Source: an optimization exercise on an open RTL-to-GDS flow (aim: small area and a short achievable clock period). Production flows keep margins and buffers that such runs may drop. Only simulation tests tie the RTL to the original design; equivalence was not proved. No activity file was given, so power comes from the tool's default toggle rates.

--- design.v ---
module Core(
  input         clock,
  input         reset,
  output [31:0] io_instrAddr,
  input  [31:0] io_instrData,
  output [31:0] io_dataAddr,
  output [31:0] io_dataWrite,
  input  [31:0] io_dataRead,
  output        io_dataWen,
  output        io_dataRen,
  output [3:0]  io_dataMask,
  output [31:0] io_pcDebug
);
  wire [31:0] ins = io_instrData;
  wire [6:0]  op  = ins[6:0];
  wire [4:0]  rd  = ins[11:7];
  wire [2:0]  f3  = ins[14:12];
  wire [4:0]  rs1 = ins[19:15];
  wire [4:0]  rs2 = ins[24:20];
  wire isOP    = op == 7'h33;
  wire isOPI   = op == 7'h13;
  wire isLUI   = op == 7'h37;
  wire isAUIPC = op == 7'h17;
  wire isJAL   = op == 7'h6f;
  wire isJALR  = op == 7'h67;
  wire isBR    = op == 7'h63;
  wire isLD    = op == 7'h03;
  wire isST    = op == 7'h23;
  wire regWrite = isOP | isOPI | isLUI | isAUIPC | isJAL | isJALR | isLD;
  wire [31:0] iimm = {{20{ins[31]}}, ins[31:20]};
  wire [31:0] uimm = {ins[31:12], 12'h0};
  wire [31:0] bimm = {{20{ins[31]}}, ins[7], ins[30:25], ins[11:8], 1'b0};
  wire [31:0] jimm = {{12{ins[31]}}, ins[19:12], ins[20], ins[30:21], 1'b0};
  reg  [31:1] pcr;
  wire [31:0] pc = {pcr, 1'b0};    
  reg  [32*32-1:32] rf;
  reg  [31:1] valid;
  wire [31:1] wen;
  genvar gi;
  generate
    for (gi = 1; gi < 32; gi = gi + 1) begin : g_dec
      assign wen[gi] = regWrite & (rd == gi);
    end
  endgenerate
  wire [31:0] r1, r2;
  wire [31:0] r1n, r2n;
  RegRead read1 (.rs(rs1), .valid(valid), .rf(rf), .rn(r1n));
  RegRead read2 (.rs(rs2), .valid(valid), .rf(rf), .rn(r2n));
  assign r1 = ~r1n;
  assign r2 = ~r2n;
  wire [31:0] addr;
  AddrGen agen (.r1n(r1n), .imm(ins[31:20]), .addr(addr));
  wire [31:0] bsrc = isLUI ? uimm : (isOPI ? iimm : r2);
  wire opAlu = isOP | isOPI;
  wire isCmp = opAlu & (f3[2:1] == 2'b01);
  wire sub   = (isOP & (f3 == 3'h0) & ins[30]) | isCmp;
  wire [31:0] pc4   = pc + 32'h4;
  wire [31:0] pcImm = isAUIPC ? iimm : (ins[3] ? jimm : bimm);
  wire [31:0] pcAdd = pc + pcImm;
  wire [9:0] wsel;
  assign wsel[0] = isLUI | (opAlu & (f3 == 3'h0));           
  assign wsel[1] = opAlu & (f3 == 3'h1);                     
  assign wsel[2] = opAlu & (f3 == 3'h5);                     
  assign wsel[3] = opAlu & (f3 == 3'h4 | f3 == 3'h6);        
  assign wsel[4] = opAlu & (f3 == 3'h6 | f3 == 3'h7);        
  assign wsel[5] = opAlu & (f3 == 3'h2);                     
  assign wsel[6] = opAlu & (f3 == 3'h3);                     
  assign wsel[7] = isLD;
  assign wsel[8] = isJAL | isJALR;
  assign wsel[9] = isAUIPC;
  wire [31:0] wdata;
  wire        sumZero;
  Exec exec (.r1(r1), .b(bsrc), .sub(sub), .left(~f3[2]), .arith(ins[30]),
             .wsel(wsel), .ld(io_dataRead), .pc4(pc4[31:1]), .pcAdd(pcAdd),
             .wdata(wdata), .zero(sumZero));
  wire        taken = isBR & sumZero;
  always @(posedge clock) begin
    if (reset)
      pcr <= 31'h40000000;
    else if (isJALR)
      pcr <= addr[31:1];
    else if (isJAL | taken)
      pcr <= pcAdd[31:1];
    else
      pcr <= pc4[31:1];
  end
  always @(posedge clock) begin
    if (reset)
      valid <= 31'h0;
    else
      valid <= valid | wen;
  end
  integer k;
  always @(posedge clock) begin
    for (k = 1; k < 32; k = k + 1)
      if (wen[k]) rf[k*32 +: 32] <= wdata;
  end
  assign io_instrAddr = pc;
  assign io_pcDebug   = pc;
  assign io_dataAddr  = addr;
  assign io_dataWrite = r2;
  assign io_dataWen   = isST;
  assign io_dataRen   = isLD;
  assign io_dataMask  = 4'hf;
endmodule
module RegRead(
  input  [4:0]       rs,
  input  [31:1]      valid,
  input  [1023:32]   rf,
  output [31:0]      rn
);
  wire [3:0] lo;
  wire [7:0] hi;
  genvar gi;
  generate
    for (gi = 0; gi < 4; gi = gi + 1) begin : g_lo
      assign lo[gi] = rs[1:0] == gi;
    end
    for (gi = 0; gi < 8; gi = gi + 1) begin : g_hi
      assign hi[gi] = rs[4:2] == gi;
    end
  endgenerate
  wire [31:1] selA, selB;
  generate
    for (gi = 1; gi < 32; gi = gi + 1) begin : g_sel
      And3 ua (.a(valid[gi]), .b(lo[gi % 4]), .c(hi[gi / 4]), .y(selA[gi]));
      And3 ub (.a(valid[gi]), .b(lo[gi % 4]), .c(hi[gi / 4]), .y(selB[gi]));
    end
  endgenerate
  generate
    for (gi = 0; gi < 32; gi = gi + 1) begin : g_bit
      wire [31:1] sel = (gi < 16) ? selA : selB;
      wire [31:1] d;
      wire [10:0] y;
      genvar k;
      for (k = 1; k < 32; k = k + 1) begin : g_d
        assign d[k] = rf[k*32 + gi];
      end
      for (k = 0; k < 10; k = k + 1) begin : g_aoi
        Aoi222 u (.a1(sel[3*k+1]), .a2(d[3*k+1]), .b1(sel[3*k+2]), .b2(d[3*k+2]),
                  .c1(sel[3*k+3]), .c2(d[3*k+3]), .y(y[k]));
      end
      Nand2 u31 (.a(sel[31]), .b(d[31]), .y(y[10]));
      wire o0, o1, o2;
      Nand4 n0 (.a(y[0]), .b(y[1]), .c(y[2]), .d(y[3]), .y(o0));
      Nand4 n1 (.a(y[4]), .b(y[5]), .c(y[6]), .d(y[7]), .y(o1));
      Nand3 n2 (.a(y[8]), .b(y[9]), .c(y[10]), .y(o2));
      Nor3 nr (.a(o0), .b(o1), .c(o2), .y(rn[gi]));
    end
  endgenerate
endmodule
module AddrGen(
  input  [31:0] r1n,
  input  [11:0] imm,
  output [31:0] addr
);
  genvar gi;
  wire [11:0] an = r1n[11:0];
  wire [11:0] g0, t0;
  generate
    for (gi = 0; gi < 12; gi = gi + 1) begin : g_gt
      GtN u (.an(an[gi]), .b(imm[gi]), .g(g0[gi]), .t(t0[gi]));
    end
  endgenerate
  wire [11:0] g1, t1, g2, t2, g3, t3, g4;
  generate
    for (gi = 0; gi < 12; gi = gi + 1) begin : g_ks
      if (gi >= 1) begin : l1
        Ao21 ug (.g1(g0[gi]), .t1(t0[gi]), .g0(g0[gi-1]), .g(g1[gi]));
        And2 ut (.a(t0[gi]), .b(t0[gi-1]), .y(t1[gi]));
      end else begin : l1n
        assign g1[gi] = g0[gi];
        assign t1[gi] = t0[gi];
      end
      if (gi >= 2) begin : l2
        Ao21 ug (.g1(g1[gi]), .t1(t1[gi]), .g0(g1[gi-2]), .g(g2[gi]));
        And2 ut (.a(t1[gi]), .b(t1[gi-2]), .y(t2[gi]));
      end else begin : l2n
        assign g2[gi] = g1[gi];
        assign t2[gi] = t1[gi];
      end
      if (gi >= 4) begin : l3
        Ao21 ug (.g1(g2[gi]), .t1(t2[gi]), .g0(g2[gi-4]), .g(g3[gi]));
        And2 ut (.a(t2[gi]), .b(t2[gi-4]), .y(t3[gi]));
      end else begin : l3n
        assign g3[gi] = g2[gi];
        assign t3[gi] = t2[gi];
      end
      if (gi >= 8) begin : l4
        Ao21 ug (.g1(g3[gi]), .t1(t3[gi]), .g0(g3[gi-8]), .g(g4[gi]));
      end else begin : l4n
        assign g4[gi] = g3[gi];
      end
    end
  endgenerate
  wire [11:0] c   = {g4[10:0], 1'b0};
  wire [11:0] x   = an ^ ~imm;
  wire [11:0] lo  = x ^ c;
  wire        c12 = g4[11];
  wire [19:0] hn = r1n[31:12];
  wire [19:0] hi = ~hn;
  wire [19:0] A [0:5];
  wire [19:0] D [0:5];
  assign A[0] = hi;
  assign D[0] = hn;
  genvar l;
  generate
    for (l = 0; l < 5; l = l + 1) begin : g_pl
      for (gi = 0; gi < 20; gi = gi + 1) begin : g_b
        if ((gi >> l) & 1) begin : m
          localparam integer J = ((gi >> l) << l) - 1;
          And2 ua (.a(A[l][gi]), .b(A[l][J]), .y(A[l+1][gi]));
          And2 ud (.a(D[l][gi]), .b(D[l][J]), .y(D[l+1][gi]));
        end else begin : k
          assign A[l+1][gi] = A[l][gi];
          assign D[l+1][gi] = D[l][gi];
        end
      end
    end
  endgenerate
  wire [19:0] incm = {A[5][18:0], 1'b1};
  wire [19:0] decm = {D[5][18:0], 1'b1};
  wire        sgn = imm[11];
  wire [19:0] withC = sgn ? hi : hi ^ incm;
  wire [19:0] noC   = sgn ? hi ^ decm : hi;
  assign addr = {c12 ? withC : noC, lo};
endmodule
module GtN(input an, b, output g, t);
  assign g = ~an & b;
  assign t = ~an | b;
endmodule
module And3(input a, b, c, output y);
  assign y = a & b & c;
endmodule
module Xor2(input a, b, output y);
  assign y = a ^ b;
endmodule
module Nand2(input a, b, output y);
  assign y = ~(a & b);
endmodule
module Nor3(input a, b, c, output y);
  assign y = ~(a | b | c);
endmodule
module Ao21(input g1, t1, g0, output g);
  assign g = g1 | (t1 & g0);
endmodule
module And2(input a, b, output y);
  assign y = a & b;
endmodule
module Aoi222(input a1, a2, b1, b2, c1, c2, output y);
  assign y = ~((a1 & a2) | (b1 & b2) | (c1 & c2));
endmodule
module Nand4(input a, b, c, d, output y);
  assign y = ~(a & b & c & d);
endmodule
module Nand3(input a, b, c, output y);
  assign y = ~(a & b & c);
endmodule
module Exec(
  input  [31:0] r1,
  input  [31:0] b,
  input         sub,
  input         left,
  input         arith,
  input  [9:0]  wsel,
  input  [31:0] ld,
  input  [31:1] pc4,
  input  [31:0] pcAdd,
  output [31:0] wdata,
  output        zero
);
  genvar gi, l;
  wire [31:0] bx = b ^ {32{sub}};
  wire [31:0] p  = r1 ^ bx;
  wire [31:0] g  = r1 & bx;
  wire [31:0] G [0:5];
  wire [31:0] P [0:5];
  assign G[0] = {g[31:1], g[0] | (p[0] & sub)};
  assign P[0] = p;
  generate
    for (l = 0; l < 5; l = l + 1) begin : g_lvl
      for (gi = 0; gi < 32; gi = gi + 1) begin : g_b
        if ((gi >> l) & 1) begin : m
          localparam integer J = ((gi >> l) << l) - 1;
          assign G[l+1][gi] = G[l][gi] | (P[l][gi] & G[l][J]);
          assign P[l+1][gi] = P[l][gi] & P[l][J];
        end else begin : k
          assign G[l+1][gi] = G[l][gi];
          assign P[l+1][gi] = P[l][gi];
        end
      end
    end
  endgenerate
  wire [31:0] c   = {G[5][30:0], sub};
  wire [31:0] sum = p ^ c;
  wire        cout = G[5][31];
  wire sltu = ~cout;
  wire slt  = (r1[31] ^ b[31]) ? r1[31] : sum[31];
  wire [31:0] t = r1 | bx;
  wire [31:0] z;
  generate
    for (gi = 0; gi < 32; gi = gi + 1) begin : g_z
      if (gi == 0) begin : b0
        Xor2 u (.a(p[0]), .b(sub), .y(z[0]));
      end else begin : bn
        Xor2 u (.a(p[gi]), .b(t[gi-1]), .y(z[gi]));
      end
    end
  endgenerate
  assign zero = ~|z;
  wire [31:0] shin;
  generate
    for (gi = 0; gi < 32; gi = gi + 1) begin : g_rev
      assign shin[gi] = left ? r1[31 - gi] : r1[gi];
    end
  endgenerate
  wire fill = ~left & arith & r1[31];
  wire [4:0] sh = b[4:0];
  wire [31:0] S [0:5];
  assign S[0] = shin;
  generate
    for (l = 0; l < 5; l = l + 1) begin : g_sh
      for (gi = 0; gi < 32; gi = gi + 1) begin : g_b
        if (gi + (1 << l) < 32) begin : m
          assign S[l+1][gi] = sh[l] ? S[l][gi + (1 << l)] : S[l][gi];
        end else begin : f
          assign S[l+1][gi] = sh[l] ? fill : S[l][gi];
        end
      end
    end
  endgenerate
  wire [31:0] shr = S[5];
  generate
    for (gi = 0; gi < 32; gi = gi + 1) begin : g_out
      wire t = (wsel[0] & sum[gi]) | (wsel[1] & shr[31 - gi]) | (wsel[2] & shr[gi]) |
               (wsel[3] & p[gi]) | (wsel[4] & g[gi]) |
               (wsel[7] & ld[gi]) | (wsel[9] & pcAdd[gi]);
      if (gi == 0) begin : b0
        assign wdata[gi] = t | (wsel[5] & slt) | (wsel[6] & sltu);
      end else begin : bn
        assign wdata[gi] = t | (wsel[8] & pc4[gi]);
      end
    end
  endgenerate
endmodule
--- flow/run.sh ---
#!/bin/bash
# Layout flow: the standard flow (standard.sh) with the standard synthesis
# unchanged, and two changes to how the layout is made:
#  - the port buffers are buf_2 cells instead of the delay buffers buffer_ports
#    picks by default (every port still gets its buffer);
#  - the clock tree is built without dummy loads, from larger sink clusters.
# Each step's full output goes to a log file of its own in this folder.
set -euo pipefail
bash standard.sh synth > log_1_synth.txt 2>&1
bash standard.sh \
  "BUFFER_PORTS_ARGS=-buffer_cell sky130_fd_sc_hd__buf_2" \
  "CTS_ARGS=-sink_clustering_enable -repair_clock_nets -dont_use_dummy_load -sink_clustering_size 25 -sink_clustering_max_diameter 80" \
  finish > log_2_layout.txt 2>&1
--- standard.sh ---
#!/bin/bash
# synth_recipe.tcl (not shown) runs the flow's synth.tcl, then flattens the netlist and writes it again
# the make line also repeats each setting of config.mk as NAME=value (left out here)
make -C /OpenROAD-flow-scripts/flow DESIGN_CONFIG=/design/flow/config.mk WORK_HOME=/design/flow/orfs CLKGATE_MAP_FILE= SYNTH_SCRIPT=/design/flow/synth_recipe.tcl "${@:-finish}"
--- config.mk ---
export PLATFORM = sky130hd
export DESIGN_NAME = Core
export DESIGN_NICKNAME = Core
export VERILOG_FILES = /design/flow/design.v
export SDC_FILE = /design/flow/constraint.sdc
export NUM_CORES = 4
export LEC_CHECK = 0
export CAP_MARGIN = 20
export CORE_MARGIN = 2
export CORE_UTILIZATION = 58
export SETUP_SLACK_MARGIN = 5
export SLEW_MARGIN = 20
export SYNTH_HIERARCHICAL = 1
--- constraint.sdc ---
create_clock -name core_clock -period 14.5 [get_ports {clock}]
set_input_delay 2.9000 -clock core_clock [delete_from_list [all_inputs] [get_ports {clock}]]
set_output_delay 2.9000 -clock core_clock [all_outputs]
set_load 0.01 [all_outputs]
==> results.ini, run 1 <==
[critical_path]
rrSetupSlack_ns = 7.63
critPathKind = input pin to output port
path_max_fanout = 7
cp_data_required_time_ns = 11.60
start_kind = input pin
cp-end-kind = output port
cp_top_family = simple AND/OR/NAND/NOR gates
critPathLaunch = io_instrData[18]
cpMaxStageDelayCell = nand4_1
cp_num_buf_inv = 5
r2r_start = valid[13]
worst_path_largest_cell_delay_ns = 0.44
reg2reg_depth = 16
worstPathArrival_ns = 6.75
crit_top_cell = a21o_1
path_cells = clkbuf_16 -> and3b_2 -> and3_4 -> buf_6 -> a222oi_1 -> nand4_1 -> nor3_4 -> nor2b_2 -> a21o_1 -> a21o_1 -> a21o_1 -> a21o_4 -> nor2b_4 -> buf_12 -> buf_12 -> a22oi_2 -> xnor2_1 -> buf_2
r2r-end = rf[155]

[pwr]
p_sw_mw = 1.069
swShare = 0.2103
pwr-share-comb = 0.040
p_per_area_nw_per_um2 = 86.27
internal-power_mw = 4.012
peakVddDrop_uv = 111.7
clock_power_share = 0.312
power.total_mw = 5.081
p_seq_frac = 0.647
leakagePower_nw = 23.20

[final_layout]
nNetsFinal = 4493
multi_input_area_sq_um = 21530
utilization = 0.6523
syn_to_final_growth_pct = 11.10
layout_common_cells = edfxtp_1 (992), a222oi_1 (663), inv_1 (208)
drive_gt1_frac = 0.1839
fillerInstances = 6781
layout_commonest_cell = edfxtp_1
antenna_cells = 0
regArea_sq_um = 31030

[global_route]
overflow = 0
grt_max_degree = 45
antenna_found_initial = 1
grt-busiest-layer = met2
grt_pass1_wl_um = 281000
grt_pass1_vias = 40030
grtUsageMet1 = 0.5452
grtUsageMet2 = 0.6347
track_usage = 0.4136
met3_usage = 0.1141

[min_path]
holdPathEnd = valid[31]
hp-class = flip-flop to flip-flop
hp-start = valid[31]
min_path_cells = 2

[floorplan]
placementRows = 110
pin_count = 200
die_area_sq_um = 93840
start_util = 0.5872
core_area_sq_um = 90290
die_h_um = 306.3
dieWidth_um = 306.3

[synth]
yosysWarnings = 9
syn_area_sq_um = 53010
postSynthAreaPerCell_sq_um = 13.22
syn_inst = 4010

[clocking]
cts_sinks = 1054
cts_root_buf = clkbuf_16
cts_tree = yes
clk_path_buf_depth = 3
clk_pin_slew_worst_paths_ns = 0.08
htree_levels = 2
cts_buffers = 54
clock_latency_ns = 0.74

[timing]
finalSetupViolations = 0
period_minus_slack_ns = 9.651
period_share = 0.6656
max_freq_mhz = 103.6
hold_viol_final = 0
timing.setup.tns_ns = 0
slew_headroom = 0.1588
worst_slew_pin_slew_ns = 1.249
finClkSkew_ns = 0.1310
rsz0062_at_grt = yes
slew_violations = 0
whs_ns = 0.5285

[drt]
antenna_left = 0
drc = 0
drt-wirelength-per-cell_um = 36.49
drt_iter0_markers = 10715
first_pass_iters = 13
num_vias = 43285
wl_um = 200600
avgViaCountPerCell = 7.871

[outcome]
status = timing/DRC/antenna clean

[placed_design]
place.gp.congestion = 1.112
port_buffers = 193
dpl.hpwl_um = 133600

[job]
maxCapViolCount = 0

-- registers in the layout (all words and copies together) (netlist names) --
signal / flops
rf: 992
pcr: 31
valid: 31
-- routing by layer --
| metal | share of wire | wire length [um] |
|---|---|---|
| met5 | 0 | 0 |
| met4 | 0.061 | 12150 |
| met3 | 0.16 | 31300 |
| met2 | 0.44 | 88500 |
| met1 | 0.34 | 68680 |
-- how the worst max path moves through the flow --
stage                            endpoint  cells after the start
after floorplan           io_dataAddr[24]                     15
after global placement    io_dataAddr[30]                     14
after detailed placement  io_dataAddr[30]                     14
after CTS                 io_dataAddr[31]                     16
after global routing      io_dataAddr[29]                     19
final                     io_dataAddr[29]                     18
-- worst reg2reg max path, delay by kind of cell (launching register included) --
kind	cells	cell delay, ns
xor+xnor	1	0.25
flops	1	0.41
buf+inv	1	0.08
simple gates	5	2.09
compound gates	8	3.19
fa+ha+maj	1	0.46
-- power by group through the flow --
stage,Clock [mW],Sequential (mW),Combinational (mW)
floorplan,0,3.36,0.105
global placement,0,3.36,0.178
detailed placement,0,3.36,0.179
CTS,1.59,3.29,0.189
global route,1.69,3.29,0.215
finish,1.59,3.29,0.205
-- through the flow --
stage	instance area, sq um	instances	worst slack [ns]
5_1_grt	58900	5499	4.845
3_5_place_dp	55910	5349	3.565
4_1_cts	58260	5454	4.998
6_report	58900	5499	4.849
2_1_floorplan	53030	4014	5.788
3_3_place_gp	55910	5349	3.725
-- cell type report --
| cell class | count | area share |
|---|---|---|
| clock buffers | 54 | 0.02294 |
| inverters | 213 | 0.01357 |
| multi-input cells | 2615 | 0.3655 |
| flip-flops and latches | 1054 | 0.5269 |
| well taps | 1176 | 0.02498 |
| repair buffers | 387 | 0.04614 |
-- timing repair --
| action | in CTS | in global routing |
|---|---|---|
| pin swaps | 56 | 73 |
| hold buffers | 0 | 0 |
| gates resized for setup | 147 | 59 |
| setup endpoints to repair | 30 | 23 |
| gates cloned | 9 | 4 |
| buffers inserted | 42 | 38 |
==> run 2, diff against run 1 <==
--- a/design.v
+++ b/design.v
@@ -196,7 +196,6 @@
   wire [11:0] c   = {g4[10:0], 1'b0};
   wire [11:0] x   = an ^ ~imm;
   wire [11:0] lo  = x ^ c;
-  wire        c12 = g4[11];
   wire [19:0] hn = r1n[31:12];
   wire [19:0] hi = ~hn;
   wire [19:0] A [0:5];
@@ -223,7 +222,17 @@
   wire        sgn = imm[11];
   wire [19:0] withC = sgn ? hi : hi ^ incm;
   wire [19:0] noC   = sgn ? hi ^ decm : hi;
-  assign addr = {c12 ? withC : noC, lo};
+  wire [3:0] c12x;
+  wire [19:0] up;
+  generate
+    for (gi = 0; gi < 4; gi = gi + 1) begin : g_c12
+      Ao21 uc (.g1(g3[11]), .t1(t3[11]), .g0(g3[3]), .g(c12x[gi]));
+    end
+    for (gi = 0; gi < 20; gi = gi + 1) begin : g_up
+      Mux2 um (.s(c12x[gi / 5]), .a1(withC[gi]), .a0(noC[gi]), .y(up[gi]));
+    end
+  endgenerate
+  assign addr = {up, lo};
 endmodule
 module GtN(input an, b, output g, t);
   assign g = ~an & b;
@@ -232,6 +241,9 @@
 module And3(input a, b, c, output y);
   assign y = a & b & c;
 endmodule
+module Mux2(input s, a1, a0, output y);
+  assign y = s ? a1 : a0;
+endmodule
 module Xor2(input a, b, output y);
   assign y = a ^ b;
 endmodule
==> results.ini, run 2 <==
[outcome]
status = complete, but fails checks
so_faults = slew limit

[drt]
avgViaCountPerCell = 7.839  ; -0.42%
num_vias = 43654  ; +0.85%
first_pass_iters = 13  ; unchanged
drt-wirelength-per-cell_um = 36.22  ; -0.72%
drc = 0  ; unchanged
wl_um = 201700  ; +0.54%
drt_iter0_markers = 10319  ; -3.7%
antenna_left = 0  ; unchanged

[global_route]
track_usage = 0.4053  ; -0.008246
grt_pass1_wl_um = 278200  ; -0.99%
grt_pass1_vias = 39639  ; -0.98%
antenna_found_initial = 0  ; -1
grt_max_degree = 58  ; +29%
overflow = 0  ; unchanged

[final_layout]
top_register = rf
antenna_cells = 0  ; unchanged
drive_gt1_frac = 0.1830  ; -0.0009204
nNetsFinal = 4553  ; +1.3%
layout_common_cells = edfxtp_1 (992), a222oi_1 (663), nand2_1 (234)
syn_to_final_growth_pct = 10.49
layout_commonest_cell = edfxtp_1
biggestRegsByFlops = rf x992, pcr x31, valid x31
largest_register_ffs = 992  ; unchanged

[clocking]
cts_root_buf = clkbuf_16
cts_sinks = 1054  ; unchanged
cts_tree = yes
cts_buffers = 53  ; -1.9%
clk_pin_slew_worst_paths_ns = 0.10  ; +0.02 ns
postCtsHoldBufs = 0  ; unchanged
clk_path_buf_depth = 3  ; unchanged
htree_levels = 2  ; unchanged
clock_latency_ns = 0.74  ; about the same

[synth]
syn_area_sq_um = 53610  ; +1.1%
syn_inst = 4085  ; +1.9%
yosysWarnings = 9  ; unchanged
postSynthAreaPerCell_sq_um = 13.12  ; -0.74%

[pwr]
peakVddDrop_uv = 136.1  ; +22%
swShare = 0.2110  ; +0.0006877
internal-power_mw = 4.000  ; -0.31%
p_seq_frac = 0.649  ; +0.002
power.total_mw = 5.070  ; -0.23%
leakagePower_nw = 23.03  ; -0.75%
clock_power_share = 0.311  ; about the same
pwr-share-comb = 0.041  ; about the same
p_sw_mw = 1.070  ; +0.10%
p_per_area_nw_per_um2 = 85.59  ; -0.79%

[timing]
rsz0062_at_grt = yes
slew_violations = 2  ; +2
period_share = 0.6565  ; -0.009079
worst_slew_pin_slew_ns = 1.538  ; +0.2895 ns
hold_viol_final = 0  ; unchanged
slew_headroom = -0.02540  ; -0.1842
max_freq_mhz = 105.0  ; +1.4%
timing.setup.tns_ns = 0  ; unchanged
finClkSkew_ns = 0.1256  ; -0.005447 ns
finalSetupViolations = 0  ; unchanged
period_minus_slack_ns = 9.520  ; -0.1317 ns

[critical_path]
path_cells = buf_6 -> and3b_4 -> and3_4 -> clkbuf_8 -> a222oi_1 -> nand4_1 -> nor3_4 -> inv_1 -> and2_1 -> and2_1 -> and2_4 -> and2_4 -> and2_1 -> nor2b_2 -> xnor2_1 -> mux2_4 -> buf_6
critPathKind = input pin to output port
crit_top_cell = and2_1
cp_top_family = simple AND/OR/NAND/NOR gates
cp_data_required_time_ns = 11.60  ; about the same
path_max_fanout = 11  ; +4
worstPathArrival_ns = 6.62  ; -0.13 ns
start_kind = input pin
worst_path_largest_cell_delay_ns = 0.43  ; about the same
cp_num_buf_inv = 4  ; -1
cp-end-kind = output port
cpMaxStageDelayCell = nand4_1

[placed_design]
dpl.hpwl_um = 134300  ; +0.55%
port_buffers = 193  ; unchanged
place.gp.congestion = 0.9826  ; -12%

[floorplan]
core_area_sq_um = 91660  ; +1.5%
die_area_sq_um = 94870  ; +1.1%
placementRows = 111  ; +0.91%
start_util = 0.5848  ; -0.002346
die_h_um = 308.0  ; +0.55%
dieWidth_um = 308.0  ; +0.55%
pin_count = 200  ; unchanged

[min_path]
hp-class = flip-flop to flip-flop

[job]
maxCapViolCount = 0  ; unchanged

[run 2: what timing repair did]
| action | in CTS | in global routing |
|---|---|---|
| setup buffers | 22 | 53 |
| cloned | 0 | 9 |
| endpoints found under the setup margin | 72 | 256 |
| pin swaps | 56 | 89 |
| gates resized for setup | 121 | 107 |
| endpoints found under the hold margin | 0 | 0 |
[run 2: final cells by class]
type / count / area (sq um)
multi-input combinational: 2695 / 22130
timing repair buffer: 372 / 2472
clock buffer: 53 / 1326
fill: 6934 / 32430
inverter: 209 / 787.0
sequential: 1054 / 31030
tap: 1186 / 1484
[run 2: layer usage]
layer,global-route usage,share of wire,routed length [um]
met1,0.5461,0.35,71600
met4,0.1777,0.055,11010
met2,0.6303,0.45,90100
met3,0.09551,0.14,29020
met5,0,0,0
[run 2: per-stage QoR]
| step | instances | hold slack, ns | cell area, sq um | utilization | worst slack, ns |
|---|---|---|---|---|---|
| 3_5_place_dp | 5431 | 0.5103 | 56500 | 0.6164 | 4.083 |
| 3_3_place_gp | 5431 | 0.4980 | 56500 | 0.6164 | 4.304 |
| 5_1_grt | 5569 | 0.5513 | 59230 | 0.6462 | 4.939 |
| 6_report | 5569 | 0.5402 | 59230 | 0.6462 | 4.980 |
| 4_1_cts | 5506 | 0.5327 | 58380 | 0.6369 | 4.983 |
| 2_1_floorplan | 4089 | 0.4755 | 53620 | - | 5.856 |
[run 2: power by group through the flow]
stage	Sequential (mW)	Combinational (mW)	Clock (mW)
after global routing	3.29	0.215	1.68
after floorplan	3.36	0.110	0
final	3.29	0.206	1.57
after CTS	3.29	0.190	1.58
after detailed placement	3.36	0.187	0
after global placement	3.36	0.187	0
[run 2: path summary, 6_finish.rpt]
| kind | slack [ns] | to | cells after the start | from |
|---|---|---|---|---|
| min | 0.54 | valid[5] | 1 | valid[5] |
| max reg2reg | 7.74 | pcr[30] | 18 | valid[15] |
| max | 4.98 | io_dataAddr[29] | 17 | io_instrData[18] |
| min reg2reg | 0.54 | valid[5] | 1 | valid[5] |
==> run 3, diff against run 2 <==
--- a/flow/run.sh
+++ b/flow/run.sh
@@ -9,5 +9,5 @@
 bash standard.sh synth > log_1_synth.txt 2>&1
 bash standard.sh \
   "BUFFER_PORTS_ARGS=-buffer_cell sky130_fd_sc_hd__buf_2" \
-  "CTS_ARGS=-sink_clustering_enable -repair_clock_nets -dont_use_dummy_load -sink_clustering_size 25 -sink_clustering_max_diameter 80" \
+  "CTS_ARGS=-sink_clustering_enable -repair_clock_nets -dont_use_dummy_load -sink_clustering_size 30 -sink_clustering_max_diameter 100" \
   finish > log_2_layout.txt 2>&1
--- a/config.mk
+++ b/config.mk
@@ -7,7 +7,7 @@
 export LEC_CHECK = 0
 export CAP_MARGIN = 20
 export CORE_MARGIN = 2
-export CORE_UTILIZATION = 58
+export CORE_UTILIZATION = 50
 export SETUP_SLACK_MARGIN = 5
 export SLEW_MARGIN = 20
 export SYNTH_HIERARCHICAL = 1
==> results.ini, run 3 <==
[timing]
worst_slew_pin_slew_ns = 1.572  ; +0.03423 ns
finClkSkew_ns = 0.1352  ; +0.009567 ns
period_minus_slack_ns = 9.582  ; +0.06172 ns
period_share = 0.6608  ; +0.004257
whs_ns = 0.5334  ; -0.006770 ns
slew_headroom = -0.04822  ; -0.02282
setup_ws_ns = 4.918  ; -0.06172 ns
slew_violations = 2  ; unchanged
finalSetupViolations = 0  ; unchanged
hold_viol_final = 0  ; unchanged
max_freq_mhz = 104.4  ; -0.64%
timing.setup.tns_ns = 0  ; unchanged
rsz0062_at_grt = yes

[critical_path]
path_max_fanout = 13  ; +2
cp-end-kind = output port
cp_data_required_time_ns = 11.60  ; about the same
start_kind = input pin
critPathKind = input pin to output port
worstPathArrival_ns = 6.68  ; +0.06 ns
r2r_start = valid[22]
critPathLaunch = io_instrData[16]

[final_layout]
fin_cells = 5772  ; +3.6%
layout_common_cells = edfxtp_1 (992), a222oi_1 (663), nand2_1 (233)
final_cell_area_sq_um = 59330  ; +0.16%
nNetsFinal = 4538  ; -0.33%
layout_commonest_cell = edfxtp_1
biggestRegsByFlops = rf x992, pcr x31, valid x31
syn_to_final_growth_pct = 10.67
top_register = rf
largest_register_ffs = 992  ; unchanged
drive_gt1_frac = 0.1845  ; +0.001544

[floorplan]
die_h_um = 331.4  ; +7.6%
dieWidth_um = 331.4  ; +7.6%
pin_count = 200  ; unchanged
core_area_sq_um = 106800  ; +16%
die_area_sq_um = 109800  ; +16%
placementRows = 120  ; +8.1%
start_util = 0.5021  ; -0.08266

[clocking]
clk_pin_slew_worst_paths_ns = 0.07  ; -0.03 ns
cts_root_buf = clkbuf_16
cts_tree = yes
cts_sinks = 1054  ; unchanged
htree_levels = 2  ; unchanged
postCtsHoldBufs = 0  ; unchanged
clock_latency_ns = 0.71  ; -0.03 ns
clk_path_buf_depth = 3  ; unchanged
cts_buffers = 45  ; -15%

[drt]
avgViaCountPerCell = 7.538  ; -3.8%
first_pass_iters = 13  ; unchanged
antenna_left = 0  ; unchanged
wl_um = 207800  ; +3.0%
drt-wirelength-per-cell_um = 36.00  ; -0.61%
drt_iter0_markers = 10018  ; -2.9%
drc = 0  ; unchanged
num_vias = 43512  ; -0.33%

[pwr]
swShare = 0.2122  ; +0.001194
p_sw_mw = 1.053  ; -1.6%
p_seq_frac = 0.663  ; +0.014
peakVddDrop_uv = 91.36  ; -33%
leakagePower_nw = 22.97  ; -0.25%
internal-power_mw = 3.909  ; -2.3%
p_per_area_nw_per_um2 = 83.65  ; -2.3%
clock_power_share = 0.295  ; -0.016
pwr-share-comb = 0.042  ; about the same

[placed_design]
place_area_sq_um = 56760  ; +0.46%
port_buffers = 193  ; unchanged
dpl.hpwl_um = 139600  ; +4.0%
place_ws_ns = 4.202  ; +0.1193 ns
placedCellCount = 5646  ; +4.0%
place.gp.congestion = 1.059  ; +7.8%

[synth]
yosysWarnings = 9  ; unchanged
syn_inst = 4085  ; unchanged
postSynthAreaPerCell_sq_um = 13.12  ; unchanged
syn_area_sq_um = 53610  ; unchanged

[global_route]
antenna_found_initial = 1  ; +1
grt_max_degree = 58  ; unchanged
track_usage = 0.3597  ; -0.04566
grt_pass1_vias = 40119  ; +1.2%
grt_pass1_wl_um = 288600  ; +3.7%
overflow = 0  ; unchanged

[outcome]
status = complete, but fails checks
so_faults = slew limit

[min_path]
hp-start = valid[29]
hp-class = flip-flop to flip-flop

[job]
maxCapViolCount = 0  ; unchanged

-- run 3: metrics by stage --
stage,total power [mW],utilization
global route,5.084,0.5557
finish,4.963,0.5557
floorplan,3.467,-
global placement,3.547,0.5316
detailed placement,3.547,0.5317
CTS,4.966,0.5488
-- run 3: power by group through the flow --
stage | registers (mW) | logic, mW | clock network, mW
2_1_floorplan | 3.36 | 0.110 | 0
3_3_place_gp | 3.36 | 0.188 | 0
3_5_place_dp | 3.36 | 0.189 | 0
4_1_cts | 3.29 | 0.191 | 1.49
5_1_grt | 3.29 | 0.217 | 1.58
6_report | 3.29 | 0.207 | 1.47
-- run 3: layout make-up --
type,count,area (sq um)
Tap cell,1403,1755
Antenna cell,1,2.502
Fill cell,8866,47430
Sequential cell,1054,31030
Clock buffer,45,1126
Inverter,209,784.5
Multi-Input combinational cell,2694,22130
Timing Repair Buffer,366,2496
-- run 3: critical path, cell delays in order --
cell and delay (ns):
buf_6 0.13, nor2b_1 0.15, buf_6 0.16, buf_12 0.14
and3_4 0.24, a222oi_1 0.45, nand4_1 0.55, nor3_4 0.45
nand2b_1 0.15, and2_1 0.19, a21o_2 0.34, a21o_1 0.22
xor2_1 0.16, xnor2_2 0.25, buf_2 0.19
-- run 3: final timing paths --
path	cells past startpoint	to	slack, ns
worst max-delay path	15	io_dataAddr[8]	4.92
worst min-delay path	2	valid[29]	0.53
worst max register to register	18	rf[47]	7.69
worst min register to register	2	valid[29]	0.53
-- run 3: metal layers --
layer / GRT usage / part of all wire / vias up
met2: 0.5646 / 0.45 / 3495
met4: 0.1607 / 0.054 / 0
met1: 0.4754 / 0.36 / 21537
met3: 0.08746 / 0.14 / 556
li1: - / - / 17924
met5: 0 / 0 / -
-- run 3: what timing repair did --
item	CTS	global route
setup buffers	34	38
gates resized for setup	140	92
gates cloned	0	8
endpoints found under the setup margin	43	307
pin swaps	56	64

## port drivers added, routing unchanged
Ports are ideal in the flow. The routed layouts listed here were re-timed in OpenROAD. Step 1, drivers: a clkbuf_16 drives clock and a buf_2 each remaining input, both assumed. Step 2 adds t to the input delays and takes it off the output delays; t is the mean of the earliest and latest rising clock arrival at the registers after step 1. Input paths then give back, and output paths get back, about the clock's delay inside the block. a / b / c = ideal ports / drivers / drivers and shift; a / b = the first two.
run	t, ns	slack for setup (ns)	worst setup path at the end
run 1	0.745	4.849 / 4.591 / 4.460	input to register
run 2	0.750	4.980 / 4.929 / 4.444	input to register
run 3	0.723	4.918 / 4.880 / 4.467	input to register
The setup slack of run 2, which loses most, moves by -0.051 ns with the drivers and by -0.536 ns with both steps.
